What follows belongs to an exercise in optimizing a design on an open flow for small area; a production flow would make more cautious choices.
Function was checked by simulation only, so behaviour that the tests miss may differ from the original.

## red
==> module ber, before the edit <==
module ber(
           clk,
           rst,
           enable,
           valid,
           t,
           sx_r,
           dx_r,
           sx_i,
           dx_i,
           error_count_r,
           error_count_i,
           bit_count
           );
    parameter SEQ_LEN = 1022;
    parameter R = 32;                   
    localparam AW = $clog2(SEQ_LEN);    
    localparam RB = $clog2(R);          
    localparam CB = RB - 2;             
    localparam NC = 1 << CB;
    localparam NG = 1 << (AW - CB - RB);
    localparam NR = NG * NC;            
    input clk;
    input rst;
    input enable;
    input valid;
    input [RB-1:0] t;       
    input sx_r;
    input dx_r;
    input sx_i;
    input dx_i;
    output [63:0] error_count_r;
    output [63:0] error_count_i;
    output [63:0] bit_count;
    reg [AW-1:0] counter;
    reg [AW-1:0] shift;
    reg [AW-1:0] wl;
    reg adapt;
    wire step = enable & valid;
    localparam integer NAD = SEQ_LEN * (SEQ_LEN + 1) + 1;
    localparam [AW-1:0] WL0 = (1 << AW) - (NAD % (1 << AW));
    reg [63-AW:0] bc_hi;
    wire [63-AW:0] bc_hi_inc;
    ber_inc #(.W (64 - AW)) inc_bc (.q (bc_hi), .inc (step & ~adapt & (&wl)), .d (bc_hi_inc));
    assign bit_count = {bc_hi, adapt ? {AW{1'b0}} : wl};
    wire counter_full = (counter == SEQ_LEN);
    wire end_adapt = (shift == SEQ_LEN);
    wire adapt_next = adapt & ~end_adapt;
    wire [AW-1:0] shift_next = shift + (adapt & counter_full);
    wire [AW-1:0] wl_next = wl + 1'b1;
    always @(posedge clk or negedge rst) begin
        if (!rst)
            bc_hi <= {64-AW{1'b0}};
        else
            bc_hi <= bc_hi_inc;
    end
    always @(posedge clk or negedge rst) begin
        if (!rst) begin
            counter <= {AW{1'b0}};
            shift <= {AW{1'b0}};
            wl <= WL0;
            adapt <= 1'b1;
        end
        else if (step) begin
            wl <= wl_next;
            if (adapt) begin
                if (!counter_full)
                    counter <= counter + 1'b1;
                else begin
                    counter <= {AW{1'b0}};
                    shift <= shift + 1'b1;
                end
                if (end_adapt)
                    adapt <= 1'b0;
            end
        end
    end
    wire [AW-CB-1:0] blk0 = wl[AW-1:CB];
    wire [AW-CB-1:0] blk1 = wl[AW-1:CB] - 1'b1;
    wire pass0 = (blk0[RB-1:0] == ~t);
    wire pass1 = (blk1[RB-1:0] == ~t);
    wire [NR-1:0] we;
    genvar gg, cc_;
    generate
        for (gg = 0; gg < NG; gg = gg + 1) begin : g_we_g
            for (cc_ = 0; cc_ < NC; cc_ = cc_ + 1) begin : g_we_c
                wire older = (cc_ > wl[CB-1:0]);
                assign we[gg*NC + cc_] = older ? (pass1 & (blk1[AW-CB-1:RB] == gg))
                                               : (pass0 & (blk0[AW-CB-1:RB] == gg));
            end
        end
    endgenerate
    ber_lane #(.SEQ_LEN(SEQ_LEN), .R(R)) lane_r (
        .clk (clk), .rst (rst), .step (step), .t (t), .adapt (adapt),
        .shift (shift), .counter_full (counter_full), .end_adapt (end_adapt),
        .wl_next (wl_next), .adapt_next (adapt_next), .shift_next (shift_next),
        .wl (wl), .we (we), .sx (sx_r), .dx (dx_r), .error_count (error_count_r));
    ber_lane #(.SEQ_LEN(SEQ_LEN), .R(R)) lane_i (
        .clk (clk), .rst (rst), .step (step), .t (t), .adapt (adapt),
        .shift (shift), .counter_full (counter_full), .end_adapt (end_adapt),
        .wl_next (wl_next), .adapt_next (adapt_next), .shift_next (shift_next),
        .wl (wl), .we (we), .sx (sx_i), .dx (dx_i), .error_count (error_count_i));
endmodule
clock: 8.0 ns
lec_check: 0
cap_margin: 20
core_margin: 2
core_utilization: 55
slew_margin: 20
synth_hierarchical: 1
standard.sh (not shown) runs the stock make flow with config.mk's settings and CLKGATE_MAP_FILE= SYNTH_SCRIPT=/design/flow/synth_recipe.tcl, a recipe that flattens the netlist after the stock synthesis.
==> flow/flow/run.sh <==
#!/bin/bash
# Layout: the standard ORFS flow (standard.sh), with two changes to how
# the layout is built: the clock tree uses sink clusters of up to 18
# flip-flops and no dummy loads, and the port buffers are the smallest
# buffer cell.  Every tool's output stays in orfs/logs; make's own output
# goes to flow_make.log in this folder.
set -euo pipefail
export CTS_ARGS="-sink_clustering_enable -repair_clock_nets -sink_clustering_size 18 -sink_clustering_max_diameter 50 -buf_list {sky130_fd_sc_hd__clkbuf_8} -dont_use_dummy_load"
export BUFFER_PORTS_ARGS="-buffer_cell sky130_fd_sc_hd__buf_1"
bash standard.sh > flow_make.log 2>&1
What blue does differently from red at the input level:
--- a/flow/design.v
+++ b/flow/design.v
@@ -682,9 +682,8 @@
     input dx_i;
     output [63:0] error_count_r;
     output [63:0] error_count_i;
     output [63:0] bit_count;
-    reg [AW-1:0] counter;
     reg [AW-1:0] shift;
     reg [AW-1:0] wl;
     reg adapt;
     wire step = enable & valid;
@@ -693,8 +692,9 @@
     reg [63-AW:0] bc_hi;
     wire [63-AW:0] bc_hi_inc;
     ber_inc #(.W (64 - AW)) inc_bc (.q (bc_hi), .inc (step & ~adapt & (&wl)), .d (bc_hi_inc));
     assign bit_count = {bc_hi, adapt ? {AW{1'b0}} : wl};
+    wire [AW-1:0] counter = wl - WL0 - (SEQ_LEN + 1) * shift;
     wire counter_full = (counter == SEQ_LEN);
     wire end_adapt = (shift == SEQ_LEN);
     wire adapt_next = adapt & ~end_adapt;
     wire [AW-1:0] shift_next = shift + (adapt & counter_full);
@@ -706,22 +706,17 @@
             bc_hi <= bc_hi_inc;
     end
     always @(posedge clk or negedge rst) begin
         if (!rst) begin
-            counter <= {AW{1'b0}};
             shift <= {AW{1'b0}};
             wl <= WL0;
             adapt <= 1'b1;
         end
         else if (step) begin
             wl <= wl_next;
             if (adapt) begin
-                if (!counter_full)
-                    counter <= counter + 1'b1;
-                else begin
-                    counter <= {AW{1'b0}};
+                if (counter_full)
                     shift <= shift + 1'b1;
-                end
                 if (end_adapt)
                     adapt <= 1'b0;
             end
         end
--- outcome ---
Comparing clock-buffer cell count for red and blue, the bigger number came from blue. ~same final period utilization in red and blue. blue ended up with reg2async as its class of the tightest hold or removal check; red ended up with reg2reg. Taking red as the reference, in blue die area ~0 delta, wire length of the first global-routing pass ~0 delta, average cell area after synthesis -0.53%, final area ~0 delta. On blue: fraction of registers with async set or reset after synthesis is 0.27 points lower than what red gave. From red to blue the numbers moved as follows: maximum number of pins on one net before global-route repair has decreased, number of vias after detailed routing held steady, global routing usage on met3 barely changed.

[afterwards: timing with drivers on the ports]
The results above use ideal ports. As a check the final layouts listed here were re-extracted and re-timed, cells and wires unchanged. Step 1 assumes that a clkbuf_16 drives the clock port and a buf_2 every other input. Step 2, shift: input delay + t, output delay - t, t = (earliest + latest rising clock arrival at the registers) / 2. This alone moves slack from input paths to output paths. Slacks: no drivers / after step 1 / after step 2; pairs: no drivers / after step 1.
run	shift t [ns]	setup slack, ns	latest minus earliest clock arrival (ns)
red	1.006	0.304 / 0.304 / 0.304	0.120 / 0.120
blue	0.991	0.311 / 0.311 / 0.311	0.142 / 0.143
After both steps setup and hold are still met in every run listed.
